This is an optimization exercise on Yosys and OpenROAD, whose aim is small area and a short achievable clock period, not a production implementation. In this exercise RTL edits were held to simulation tests only and were not proved equivalent to the original.

JK:
==> flow/design.v (excerpt) <==
module overall_neural_network_training(
	input clock,
	input reset,
	input inp_1,
	input inp_2,
	input inp_3,
	input inp_4,
	input inp_5,
	input inp_6,
	output outp_1,
	output outp_2,
	output outp_3
);
export LEC_CHECK = 0
export CAP_MARGIN = 20
export CORE_MARGIN = 2
export CORE_UTILIZATION = 40
export SETUP_SLACK_MARGIN = 4
export SLEW_MARGIN = 20
create_clock -name core_clock -period 10.0 [get_ports {clock}]
run.sh (not shown) runs the stock make flow with config.mk's settings and CLKGATE_MAP_FILE= SYNTH_SCRIPT=/design/flow/synth_recipe.tcl, a recipe that flattens the netlist after the stock synthesis.
#### Input delta (MS over JK)
- a change of CORE_UTILIZATION from 40 to 60
- a change of SETUP_SLACK_MARGIN from 4 to 5
### Flow results
Diff JK -> MS: number of ordinary and repair buffers in the finished layout higher; post-cts gate resize count higher; depth of the critical timing path with buffers and inverters included higher; worst hold slack roughly the same. MS finished every stage and its layout cleared the timing, design-rule and antenna checks. Relative to JK, the met2 usage in global routing of MS is higher by 22 points. Count of buffers added by post-CTS timing repair for setup, JK and MS: lower on JK.
Changes in AL relative to MS:
- SETUP_SLACK_MARGIN no longer set, was 5
- CORE_UTILIZATION now 40, was 60
Notes after the runs:
- Die area ended up about 50% higher on AL than on MS.
- Changes observed in AL relative to MS: top fanout value on the critical path up 50; portion of the layout cell area used by non-clock buffers fell 3.0 points.
[inputs] TR vs AL
- putting SETUP_SLACK_MARGIN at 5 where nothing was set
- Global-route usage: TR vs AL up 1.6 points
- Taking AL as the reference, in TR placer's final routability congestion estimate lost about 3%; final cell count picked up an extra 300; fmax picked up an extra 24%.
- For TR, the termination of the worst setup path was hid[5].n.v[9]$_DFF_PP0_, unlike AL, where it was hid[0].n.v[1]$_DFF_PP1_.


overall_neural_network_training, a different RTL version from the one above (not shown whole).
Size: roughly 14000 cells after synthesis, about 2500 flip-flops, roughly 11 I/O pins, roughly 130000 um^2 of cells after synthesis.
Settings: LEC_CHECK=0, CAP_MARGIN=20, CORE_MARGIN=2, CORE_UTILIZATION=55, SLEW_MARGIN=20; clock period 10.0 ns.
standard.sh (not shown) runs the stock make flow with config.mk's settings and CLKGATE_MAP_FILE= SYNTH_SCRIPT=/design/flow/synth_recipe.tcl, a recipe that flattens the netlist after the stock synthesis.
==> flow/flow/run.sh <==
#!/bin/bash
set -euo pipefail
SETUP_SLACK_MARGIN=6 bash standard.sh > standard.log 2>&1
Rerun with:
==> flow/run.sh (new file) <==
#!/bin/bash
# synth_recipe.tcl (not shown) runs the flow's synth.tcl, then flattens the netlist and writes it again
# the make line also repeats each setting of config.mk as NAME=value (left out here)
make -C /OpenROAD-flow-scripts/flow DESIGN_CONFIG=/design/flow/config.mk WORK_HOME=/design/flow/orfs CLKGATE_MAP_FILE= SYNTH_SCRIPT=/design/flow/synth_recipe.tcl finish
SETUP_SLACK_MARGIN = 5   (was unset)
removed: flow/flow/run.sh
removed: flow/standard.sh
Outcome: The changed run finished with timing, DRC and antenna clean. Hold slack hardly moves. Critical path depth shrinks by 5. Die area is unchanged.
Rerun with:
==> flow/flow/run.sh (new file) <==
#!/bin/bash
set -euo pipefail
SETUP_SLACK_MARGIN=6 bash standard.sh > standard.log 2>&1
==> flow/standard.sh (new file) <==
#!/bin/bash
# synth_recipe.tcl (not shown) runs the flow's synth.tcl, then flattens the netlist and writes it again
# the make line also repeats each setting of config.mk as NAME=value (left out here)
make -C /OpenROAD-flow-scripts/flow DESIGN_CONFIG=/design/flow/config.mk WORK_HOME=/design/flow/orfs CLKGATE_MAP_FILE= SYNTH_SCRIPT=/design/flow/synth_recipe.tcl "${@:-finish}"
CORE_UTILIZATION = 65   (was 55)
CTS_BUF_LIST = sky130_fd_sc_hd__clkbuf_8   (was unset)
CTS_CLUSTER_SIZE = 20   (was unset)
SETUP_SLACK_MARGIN = unset   (was 5)
removed: flow/run.sh
Effect: Hold slack is better by 0.0031 ns. Register-to-register slack is better by 0.52 ns. Via count rose by 3.3%.


Setup of run 1:
overall_neural_network_training again, from the RTL that the note above started with.
Settings: LEC_CHECK=0, CAP_MARGIN=20, CORE_MARGIN=2, CORE_UTILIZATION=65, CTS_BUF_LIST=sky130_fd_sc_hd__clkbuf_16, CTS_CLUSTER_DIAMETER=60, CTS_CLUSTER_SIZE=30, SLEW_MARGIN=20; clock period 10.0 ns.
==> flow/flow/run.sh <==
#!/bin/bash
set -euo pipefail
SETUP_SLACK_MARGIN=6 bash standard.sh > standard.log 2>&1
Run 1 finished end to end and its layout was clean on timing, DRC and antenna.
Edits applied to the flow inputs when going from run 1 to run 2:
-- flow/config.mk --
<<< run 1, line 9
export CORE_MARGIN = 2
export CORE_UTILIZATION = 65
export CTS_BUF_LIST = sky130_fd_sc_hd__clkbuf_16
export CTS_CLUSTER_DIAMETER = 60
export CTS_CLUSTER_SIZE = 30
export SLEW_MARGIN = 20
>>> run 2, line 9
export CORE_MARGIN = 2
export CORE_UTILIZATION = 55
export CTS_BUF_LIST = sky130_fd_sc_hd__clkbuf_8
export CTS_CLUSTER_SIZE = 20
export SLEW_MARGIN = 20
### Flow results
Summary: with run 1 as the reference, number of buffers outside the clock class in the layout in run 2 moved up by more than 10%.
Diff run 1 -> run 2: level count of the clock H-tree now larger; count of cells along the worst register-to-register path now larger.
Every run (run 1 and run 2) finished clean.
Looking at launching element of the worst setup path, the out[1].n.q3[3]$_DFF_P_ result is from run 1; the hid[0].n.p1[8]$_DFF_P_ one comes from run 2.
Here is what was changed in the inputs of run 3 compared with run 2.
-- flow/config.mk --
<<< run 2, line 10
export CORE_UTILIZATION = 55
export CTS_BUF_LIST = sky130_fd_sc_hd__clkbuf_8
export CTS_CLUSTER_SIZE = 20
export SLEW_MARGIN = 20
>>> run 3, line 10
export CORE_UTILIZATION = 55
export CTS_BUF_LIST = sky130_fd_sc_hd__clkbuf_4 sky130_fd_sc_hd__clkbuf_8
export CTS_CLUSTER_SIZE = 30
export SLEW_MARGIN = 20
Notes after the runs:
Taking run 2 as the reference point, the number of antenna violations at the first check in global routing of run 3 falls by 2.
Net count after synthesis: run 2 vs run 3 identical
Run 3 vs. run 2: final-layout fill cell count essentially unchanged; number of vias after detailed routing roughly the same; slack of the critical path went down.
The clock skew was comparable across run 2 and run 3.
Against run 2 as the reference, run 3 delivers a higher area growth from synthesis to final layout.
Hold slack of run 3 is on par with run 2.
Sequential share of layout area essentially unchanged between run 2 and run 3.
#### Input delta (run 4 over run 3)
-- flow/config.mk --
<<< run 3, line 9
export CORE_MARGIN = 2
export CORE_UTILIZATION = 55
export CTS_BUF_LIST = sky130_fd_sc_hd__clkbuf_4 sky130_fd_sc_hd__clkbuf_8
export CTS_CLUSTER_SIZE = 30
export SLEW_MARGIN = 20
>>> run 4, line 9
export CORE_MARGIN = 2
export CORE_UTILIZATION = 65
export CTS_BUF_LIST = sky130_fd_sc_hd__clkbuf_16
export CTS_CLUSTER_DIAMETER = 70
export CTS_CLUSTER_SIZE = 24
export SLEW_MARGIN = 20
Results
On number of clock buffers in the layout: between run 3 and run 4, it ends up higher for run 3. Portion of the layout cell area used by non-clock buffers: run 4 vs run 3, no meaningful difference. Run 4: first-pass GRT wire length lower than run 3. Going from run 3 to run 4, count of buffer and inverter cells on the critical path +1; largest buffer count on any clock path -1. Run 4 has vertical die dimension below what run 3 had. For area of combinational cells with multiple inputs, run 3 and run 4 come out practically identical.

-- re-timing with driven ports --
Ports are ideal in the flow. The routed layouts listed here were re-timed in OpenROAD.
Step 1 sets driving cells, clkbuf_16 on the clock port and buf_2 on the other inputs (assumed; they add their load-dependent delay and slew).
Step 2 moves the port delays by t, midway between the first and last clock arrival at a register: inputs arrive t later, outputs are due t later. That takes back most of the time a late clock gives input paths.
Three values: no drivers, after step 1, after step 2; two values: the first two.
run	t, ns	setup slack, ns	hold slack, ns	cell pins on the clock port's net
JK	0.976	4.262 / 4.262 / 4.262	0.460 / 0.460 / 0.460	1
MS	0.950	4.747 / 4.747 / 4.747	0.460 / 0.460 / 0.460	1
AL	0.978	3.585 / 3.585 / 3.585	0.459 / 0.459 / 0.459	1
TR	1.002	4.818 / 4.818 / 4.818	0.461 / 0.461 / 0.461	1
the first run of note 2	0.985	5.880 / 5.880 / 5.385	0.460 / 0.460 / 0.460	1
the second run of note 2	0.991	5.416 / 5.416 / 5.416	0.458 / 0.458 / 0.458	1
the third run of note 2	1.163	5.938 / 5.938 / 5.527	0.462 / 0.462 / 0.462	1
run 1	0.933	5.943 / 5.943 / 5.512	0.467 / 0.467 / 0.467	1
run 2	1.157	5.920 / 5.920 / 5.411	0.457 / 0.457 / 0.457	1
run 3	1.151	5.891 / 5.891 / 5.414	0.457 / 0.457 / 0.457	1
run 4	0.911	5.897 / 5.897 / 5.585	0.464 / 0.464 / 0.464	1
After both steps every run listed still meets setup and hold. For run 2, which loses most, drivers alone change the setup slack by 0.000 ns; drivers and shift together by -0.509 ns.
